Context: an optimization exercise on an open-source flow, tuned for small area. The choices shown serve that exercise and are no tape-out recipe. RTL that was checked went through simulation tests only; none was proved equivalent to the original. The flow treats the clock pin as an ideal source. Dropping or thinning the clock tree relies on that and would not hold on a real chip. Power and IR drop assume default switching activity.

==> flow/design.v (excerpt) <==
module ExceptionHandler (
    input  wire        clk,
    input  wire        rst,
    input  wire        exception,
    input  wire        mret,
    input  wire [31:0] mcause_in,
    input  wire [31:0] pc_actual,
    input  wire        csr_op_valid,
    input  wire [2:0]  csr_op_type,       
    input  wire [11:0] csr_op_addr,
    input  wire [31:0] csr_op_wdata,
    output wire [31:0] csr_op_rdata,
    output wire        csr_op_done,
    output wire [31:0] mtvec_vect_out,
    output wire [31:0] mepc_out,
    output wire        exception_handling_flag
);
export LEC_CHECK = 0
export ABC_AREA = 1
export CAP_MARGIN = 20
export CORE_MARGIN = 2
export CORE_UTILIZATION = 40
export SLEW_MARGIN = 20
create_clock -name core_clock -period 10.0 [get_ports {clk}]
standard.sh (not shown) runs the stock make flow with config.mk's settings and CLKGATE_MAP_FILE= SYNTH_SCRIPT=/design/flow/synth_recipe.tcl, a recipe that flattens the netlist after the stock synthesis.
==> flow/flow/run.sh <==
#!/bin/bash
# Own layout flow: the standard ORFS flow with three changes:
#  - synthesis is the standard flow's own script (synth_recipe.tcl) with a different ABC
#    script for the combinational logic (area.abc), run with several seeds,
#    keeping the smallest mapping (synth.tcl); registers are untouched;
#  - port buffers use the smallest buffer cell;
#  - a two-level clock tree of its own (cts.tcl, in place of TritonCTS).
# Each tool's output goes to a log in the work folder.
set -euo pipefail
W=$PWD
F=$W/flow
export MY_ABC_SCRIPT=$F/area.abc
export MY_ABC_SEEDS="1 2 3 4 5 6 7 8 9 10 11 12 13 14 15 16 17 18 19 20 21 22 23 24 25 26 27 28 29 30 31 32"
export MY_CTS_LEAF_BUF=sky130_fd_sc_hd__clkbuf_8 MY_CTS_ROOT_BUF=sky130_fd_sc_hd__clkbuf_16
export MY_CTS_CLOCK_PORT=clk MY_CTS_FANOUT=16
RES=$W/orfs/results/sky130hd/ExceptionHandler/base
MK=(make -C "$FLOW_HOME" DESIGN_CONFIG="$W/config.mk" WORK_HOME="$W/orfs" CLKGATE_MAP_FILE=
    SYNTH_SCRIPT="$F/synth.tcl")

"${MK[@]}" synth > "$W/flow_synth.log" 2>&1

"${MK[@]}" "BUFFER_PORTS_ARGS=-buffer_cell sky130_fd_sc_hd__buf_1" \
    "PRE_CTS_TCL=$F/cts.tcl" finish > "$W/flow_layout.log" 2>&1

: # left out here: write the final layout as DEF
==> flow/flow/cts.tcl <==
# Sourced by ORFS's CTS step (PRE_CTS_TCL): replaces clock_tree_synthesis with
# a two-level clock tree.  The flip-flops are split by recursive bisection of
# their positions into clusters of at most MY_CTS_FANOUT; each cluster gets a
# leaf buffer at its centre, and one root buffer, fed by the clock port,
# drives the leaf buffers.  All leaves see the same number of buffers and
# about the same load, so the tree is balanced.
proc my_cts_split {items parts} {
  # items: list of {iterm x y}; returns parts clusters of near-equal size,
  # cut across the longer side of the region, recursively
  if {$parts <= 1} { return [list $items] }
  set xs [lmap it $items {lindex $it 1}]
  set ys [lmap it $items {lindex $it 2}]
  set dx [expr {[tcl::mathfunc::max {*}$xs] - [tcl::mathfunc::min {*}$xs]}]
  set dy [expr {[tcl::mathfunc::max {*}$ys] - [tcl::mathfunc::min {*}$ys]}]
  set k [expr {$dx >= $dy ? 1 : 2}]
  set sorted [lsort -integer -index $k $items]
  set lo [expr {$parts / 2}]
  set cut [expr {int(round([llength $sorted] * double($lo) / $parts))}]
  return [concat [my_cts_split [lrange $sorted 0 [expr {$cut - 1}]] $lo] \
                 [my_cts_split [lrange $sorted $cut end] [expr {$parts - $lo}]]]
}

proc clock_tree_synthesis {args} {
  set block [ord::get_db_block]
  set db [ord::get_db]
  set leaf_master [$db findMaster $::env(MY_CTS_LEAF_BUF)]
  set root_master [$db findMaster $::env(MY_CTS_ROOT_BUF)]
  set clk_net [[$block findBTerm $::env(MY_CTS_CLOCK_PORT)] getNet]
  set items {}
  foreach it [$clk_net getITerms] {
    set bb [[$it getInst] getBBox]
    lappend items [list $it [expr {([$bb xMin] + [$bb xMax]) / 2}] [expr {([$bb yMin] + [$bb yMax]) / 2}]]
  }
  set parts [expr {int(ceil([llength $items] / double($::env(MY_CTS_FANOUT))))}]
  set clusters [my_cts_split $items $parts]
  set root_net [odb::dbNet_create $block clknet_root]
  $root_net setSigType CLOCK
  set sx 0; set sy 0; set n 0
  set k 0
  foreach cl $clusters {
    set cx 0; set cy 0
    foreach it $cl { set cx [expr {$cx + [lindex $it 1]}]; set cy [expr {$cy + [lindex $it 2]}] }
    set cx [expr {$cx / [llength $cl]}]; set cy [expr {$cy / [llength $cl]}]
    set net [odb::dbNet_create $block clknet_leaf_$k]
    $net setSigType CLOCK
    set buf [odb::dbInst_create $block $leaf_master clkbuf_leaf_$k]
    $buf setLocation $cx $cy
    $buf setPlacementStatus PLACED
    foreach it $cl {
      set iterm [lindex $it 0]
      $iterm disconnect
      $iterm connect $net
    }
    [$buf findITerm X] connect $net
    [$buf findITerm A] connect $root_net
    puts "clock tree: leaf $k, [llength $cl] flip-flops"
    set sx [expr {$sx + $cx}]; set sy [expr {$sy + $cy}]; incr n
    incr k
  }
  set root [odb::dbInst_create $block $root_master clkbuf_root]
  $root setLocation [expr {$sx / $n}] [expr {$sy / $n}]
  $root setPlacementStatus PLACED
  [$root findITerm A] connect $clk_net
  [$root findITerm X] connect $root_net
  puts "clock tree: 1 root buffer, $n leaf buffers"
  set_propagated_clock [all_clocks]
}
Other scripts of this flow, unchanged in this note and not shown: flow/flow/area.abc, flow/flow/synth.tcl
Change:
--- a/flow/flow/run.sh
+++ b/flow/flow/run.sh
@@ -13 +13 @@
-export MY_ABC_SEEDS="1 2 3 4 5 6 7 8 9 10 11 12 13 14 15 16 17 18 19 20 21 22 23 24 25 26 27 28 29 30 31 32"
+export MY_ABC_SEEDS="1 2 3 4 5 6 7 8 9 10 11 12 13 14 15 16 17 18 19 20"
After rerunning:
- wire length went up by 1.3%
- synthesized cell count increases by 1.8%
- setup slack degrades by 0.28 ns
- fmax came out lower by 2.9%
- first-iteration DRC count drops by 0.88%
- utilization shrinks by 0.11 points
- sequential share of layout area stays flat
- cell area stays flat
- critical path depth climbs by 1
- global-route usage went up by 0.49 points
- via count is higher by 2.1%
Change:
--- a/flow/flow/run.sh
+++ b/flow/flow/run.sh
@@ -13,3 +13,3 @@
-export MY_ABC_SEEDS="1 2 3 4 5 6 7 8 9 10 11 12 13 14 15 16 17 18 19 20"
-export MY_CTS_LEAF_BUF=sky130_fd_sc_hd__clkbuf_8 MY_CTS_ROOT_BUF=sky130_fd_sc_hd__clkbuf_16
-export MY_CTS_CLOCK_PORT=clk MY_CTS_FANOUT=16
+export MY_ABC_SEEDS="1 2 3 4 5 6 7 8 9 10 11 12 13 14 15 16"
+export MY_CTS_LEAF_BUF=sky130_fd_sc_hd__clkbuf_16 MY_CTS_ROOT_BUF=sky130_fd_sc_hd__clkbuf_16
+export MY_CTS_CLOCK_PORT=clk MY_CTS_FANOUT=27
What happened: Hold slack stays flat. Via count hardly moves. Worst setup slack improves by 0.029 ns. Synthesized area is unchanged.
No run of this note takes its clock network from TritonCTS; it comes from the design's own scripts or RTL.

========
The RTL this note starts from:
==> flow/design.v <==
module CSRFile (
    input             clk,
    input             rst,
    input      [31:0] wdata,
    input             ms_w, ms_s, ms_c,    
    input             ie_w, ie_s, ie_c,    
    input             ip_w, ip_s, ip_c,    
    input             tv_w,                
    input             ep_w,                
    input             ca_w,                
    input             ca_trap,             
    input      [31:0] trap_cause,
    input             ep_trap,             
    input      [31:0] trap_pc,
    input             ms_enter,            
    input             ms_exit,             
    output     [31:0] mstatus,
    output reg [31:0] mie,
    output reg [31:0] mtvec,
    output reg [31:0] mepc,
    output reg [31:0] mcause,
    output reg [31:0] mip,
    output reg        ms_v, ie_v, tv_v, ep_v, ca_v, ip_v
);
    reg [31:0] ms;         
    reg        mie_b, mpie_b;
    assign mstatus = {ms[31:8], mpie_b, ms[6:4], mie_b, ms[2:0]};
    always @(posedge clk or negedge rst) begin
        if (!rst) begin
            ms_v <= 1'b0; ie_v <= 1'b0; ip_v <= 1'b0;
            tv_v <= 1'b0; ep_v <= 1'b0; ca_v <= 1'b0;
            mie_b <= 1'b0; mpie_b <= 1'b0;
        end else begin
            if (ms_w | ms_s) ms_v <= 1'b1;
            if (ie_w | ie_s) ie_v <= 1'b1;
            if (ip_w | ip_s) ip_v <= 1'b1;
            if (tv_w) tv_v <= 1'b1;
            if (ep_w | ep_trap) ep_v <= 1'b1;
            if (ca_w | ca_trap) ca_v <= 1'b1;
            if (ms_w)
                {mpie_b, mie_b} <= {wdata[7], wdata[3]};
            else if (ms_s)
                {mpie_b, mie_b} <= {mpie_b | wdata[7], mie_b | wdata[3]};
            else if (ms_c)
                {mpie_b, mie_b} <= {mpie_b & ~wdata[7], mie_b & ~wdata[3]};
            else if (ms_enter)
                {mpie_b, mie_b} <= {mie_b, 1'b0};
            else if (ms_exit)
                {mpie_b, mie_b} <= {1'b1, mpie_b};
        end
    end
    wire ms_k = ms_w | (ms_s & ~ms_v);
    wire ie_k = ie_w | (ie_s & ~ie_v);
    wire ip_k = ip_w | (ip_s & ~ip_v);
    always @(posedge clk) begin
        ms  <= (wdata & {32{ms_w | ms_s}}) | (ms  & ~{32{ms_k}} & ~(wdata & {32{ms_c}}));
        mie <= (wdata & {32{ie_w | ie_s}}) | (mie & ~{32{ie_k}} & ~(wdata & {32{ie_c}}));
        mip <= (wdata & {32{ip_w | ip_s}}) | (mip & ~{32{ip_k}} & ~(wdata & {32{ip_c}}));
        if (tv_w) mtvec <= wdata;
        if (ep_trap) mepc <= trap_pc;
        else if (ep_w) mepc <= wdata;
        if (ca_trap) mcause <= trap_cause;
        else if (ca_w) mcause <= wdata;
    end
endmodule
module ExceptionHandler (
    input  wire        clk,
    input  wire        rst,
    input  wire        exception,
    input  wire        mret,
    input  wire [31:0] mcause_in,
    input  wire [31:0] pc_actual,
    input  wire        csr_op_valid,
    input  wire [2:0]  csr_op_type,       
    input  wire [11:0] csr_op_addr,
    input  wire [31:0] csr_op_wdata,
    output wire [31:0] csr_op_rdata,
    output wire        csr_op_done,
    output wire [31:0] mtvec_vect_out,
    output wire [31:0] mepc_out,
    output wire        exception_handling_flag
);
    localparam IDLE = 3'd0, CSR = 3'd1, P0 = 3'd2, P1 = 3'd3,
               P2 = 3'd4, H1 = 3'd5, H2 = 3'd6, RST = 3'd7;
    reg [2:0] st;
    reg [2:0] rd;
    wire s_csr = (st == CSR);
    wire a_ms = (csr_op_addr == 12'h300);
    wire a_ie = (csr_op_addr == 12'h304);
    wire a_tv = (csr_op_addr == 12'h305);
    wire a_ep = (csr_op_addr == 12'h341);
    wire a_ca = (csr_op_addr == 12'h342);
    wire a_ip = (csr_op_addr == 12'h344);
    wire t_r = s_csr & (csr_op_type == 3'd0);
    wire t_w = s_csr & (csr_op_type == 3'd1);
    wire t_s = s_csr & (csr_op_type == 3'd2);
    wire t_c = s_csr & (csr_op_type == 3'd3);
    wire [31:0] mstatus, mie, mtvec, mepc, mcause, mip;
    wire ms_v, ie_v, tv_v, ep_v, ca_v, ip_v;
    CSRFile u_csrfile (
        .clk(clk), .rst(rst),
        .wdata(csr_op_wdata),
        .ms_w(t_w & a_ms), .ms_s(t_s & a_ms), .ms_c(t_c & a_ms),
        .ie_w(t_w & a_ie), .ie_s(t_s & a_ie), .ie_c(t_c & a_ie),
        .ip_w(t_w & a_ip), .ip_s(t_s & a_ip), .ip_c(t_c & a_ip),
        .tv_w(t_w & a_tv), .ep_w(t_w & a_ep), .ca_w(t_w & a_ca),
        .ca_trap(st == P0), .trap_cause(mcause_in),
        .ep_trap(st == P1), .trap_pc(pc_actual),
        .ms_enter(st == P2), .ms_exit(st == RST),
        .mstatus(mstatus), .mie(mie), .mtvec(mtvec), .mepc(mepc),
        .mcause(mcause), .mip(mip),
        .ms_v(ms_v), .ie_v(ie_v), .tv_v(tv_v), .ep_v(ep_v), .ca_v(ca_v), .ip_v(ip_v));
    always @(posedge clk or negedge rst) begin
        if (!rst) begin
            st <= IDLE;
            rd <= 3'd0;
        end else begin
            case (st)
                IDLE:    st <= exception ? P0 : csr_op_valid ? CSR : IDLE;
                P0:      st <= P1;
                P1:      st <= P2;
                P2:      st <= H1;
                H1, H2:  st <= mret ? RST : H2;
                default: st <= IDLE;
            endcase
            if (!s_csr)          rd <= 3'd0;
            else if (!t_r)       rd <= 3'd1;
            else if (a_ms)       rd <= 3'd2;
            else if (a_ie)       rd <= ie_v ? 3'd3 : 3'd1;
            else if (a_tv)       rd <= tv_v ? 3'd4 : 3'd1;
            else if (a_ep)       rd <= ep_v ? 3'd5 : 3'd1;
            else if (a_ca)       rd <= ca_v ? 3'd6 : 3'd1;
            else if (a_ip)       rd <= ip_v ? 3'd7 : 3'd1;
            else                 rd <= 3'd1;
        end
    end
    assign csr_op_done = (rd != 3'd0);
    wire [31:0] ms_read = {mstatus[31:8] & {24{ms_v}}, mstatus[7], mstatus[6:4] & {3{ms_v}},
                           mstatus[3], mstatus[2:0] & {3{ms_v}}};
    assign csr_op_rdata = ({32{rd == 3'd2}} & ms_read)
                        | ({32{rd == 3'd3}} & mie)
                        | ({32{rd == 3'd4}} & mtvec)
                        | ({32{rd == 3'd5}} & mepc)
                        | ({32{rd == 3'd6}} & mcause)
                        | ({32{rd == 3'd7}} & mip);
    wire [29:0] vec = mtvec[31:2] + (mcause[29:0] & {30{mtvec[0]}});
    assign mtvec_vect_out = {vec & {30{st == P1 && tv_v}}, 2'b00};
    assign mepc_out = mepc & {32{st == P2}};
    assign exception_handling_flag = (st == H2) | (st == RST);
endmodule
==> flow/config.mk <==
export PLATFORM = sky130hd
export DESIGN_NAME = ExceptionHandler
export DESIGN_NICKNAME = ExceptionHandler
export VERILOG_FILES = /design/flow/design.v
export SDC_FILE = /design/flow/constraint.sdc
export NUM_CORES = 4
export LEC_CHECK = 0
export ABC_AREA = 1
export CAP_MARGIN = 20
export CORE_MARGIN = 2
export CORE_UTILIZATION = 40
export SLEW_MARGIN = 20
==> flow/constraint.sdc <==
create_clock -name core_clock -period 10.0 [get_ports {clk}]
set_input_delay 2.0000 -clock core_clock [delete_from_list [all_inputs] [get_ports {clk}]]
set_output_delay 2.0000 -clock core_clock [all_outputs]
set_load 0.01 [all_outputs]
run.sh (not shown) runs the stock make flow with config.mk's settings and CLKGATE_MAP_FILE= SYNTH_SCRIPT=/design/flow/synth_recipe.tcl, a recipe that flattens the netlist after the stock synthesis.
Stock flow here: none of the scripts above is used.
The baseline went through all stages and came out clean.
Then changed:
Settings changed: CTS_BUF_LIST from default to sky130_fd_sc_hd__clkbuf_2, CTS_CLUSTER_SIZE from default to 20.
After rerunning: The changed run produced a clean layout; sequential power barely changes; worst hold slack gets better by 0.0038 ns; non-clock buffer count is unchanged.
Then changed:
Settings changed: CTS_BUF_LIST sky130_fd_sc_hd__clkbuf_2 to sky130_fd_sc_hd__clkbuf_4, CTS_CLUSTER_SIZE 20 to default.
Outcome: Total power climbs by a little under a tenth; clock-buffer cell count went down by 4; synthesized area stays the same; sequential power stays flat; non-clock buffer count is unchanged; worst hold slack got worse by 0.0048 ns; setup slack improves by 0.15 ns; fmax climbs by a few percent.
No functional check of the RTL was part of any run of this note.

==> re-timing with driven ports <==
The flow's constraints put no driver on any port. The routed layouts listed below were extracted and timed again, unchanged, in two steps.
Step 1: set_driving_cell puts a clkbuf_16 on clk and a buf_2 on each other input, an assumption about the parent block.
Step 2 also shifts input and output timing later by t, the mid clock arrival at the registers, as if the neighbouring blocks saw the same clock.
Slacks: ideal / step 1 / step 2; pairs: ideal / step 1.
| run | t, ns | slack for setup (ns) | worst setup path at the end | clock arrival spread, ns |
|---|---|---|---|---|
| the first run of note 1 | 0.448 | 0.748 / 0.701 / 1.030 | input to register | 0.011 / 0.011 |
| the second run of note 1 | 0.448 | 0.472 / 0.428 / 0.875 | register to output | 0.013 / 0.013 |
| the third run of note 1 | 0.433 | 0.501 / 0.457 / 0.890 | register to output | 0.010 / 0.010 |
| the first run of note 2 | 0.579 | 4.097 / 4.048 / 4.627 | register to output | 0.018 / 0.019 |
| the second run of note 2 | 0.842 | 3.758 / 3.716 / 4.558 | register to output | 0.080 / 0.080 |
| the third run of note 2 | 0.734 | 3.907 / 3.864 / 4.597 | register to output | 0.073 / 0.073 |
After both steps setup and hold are still met in every run listed.
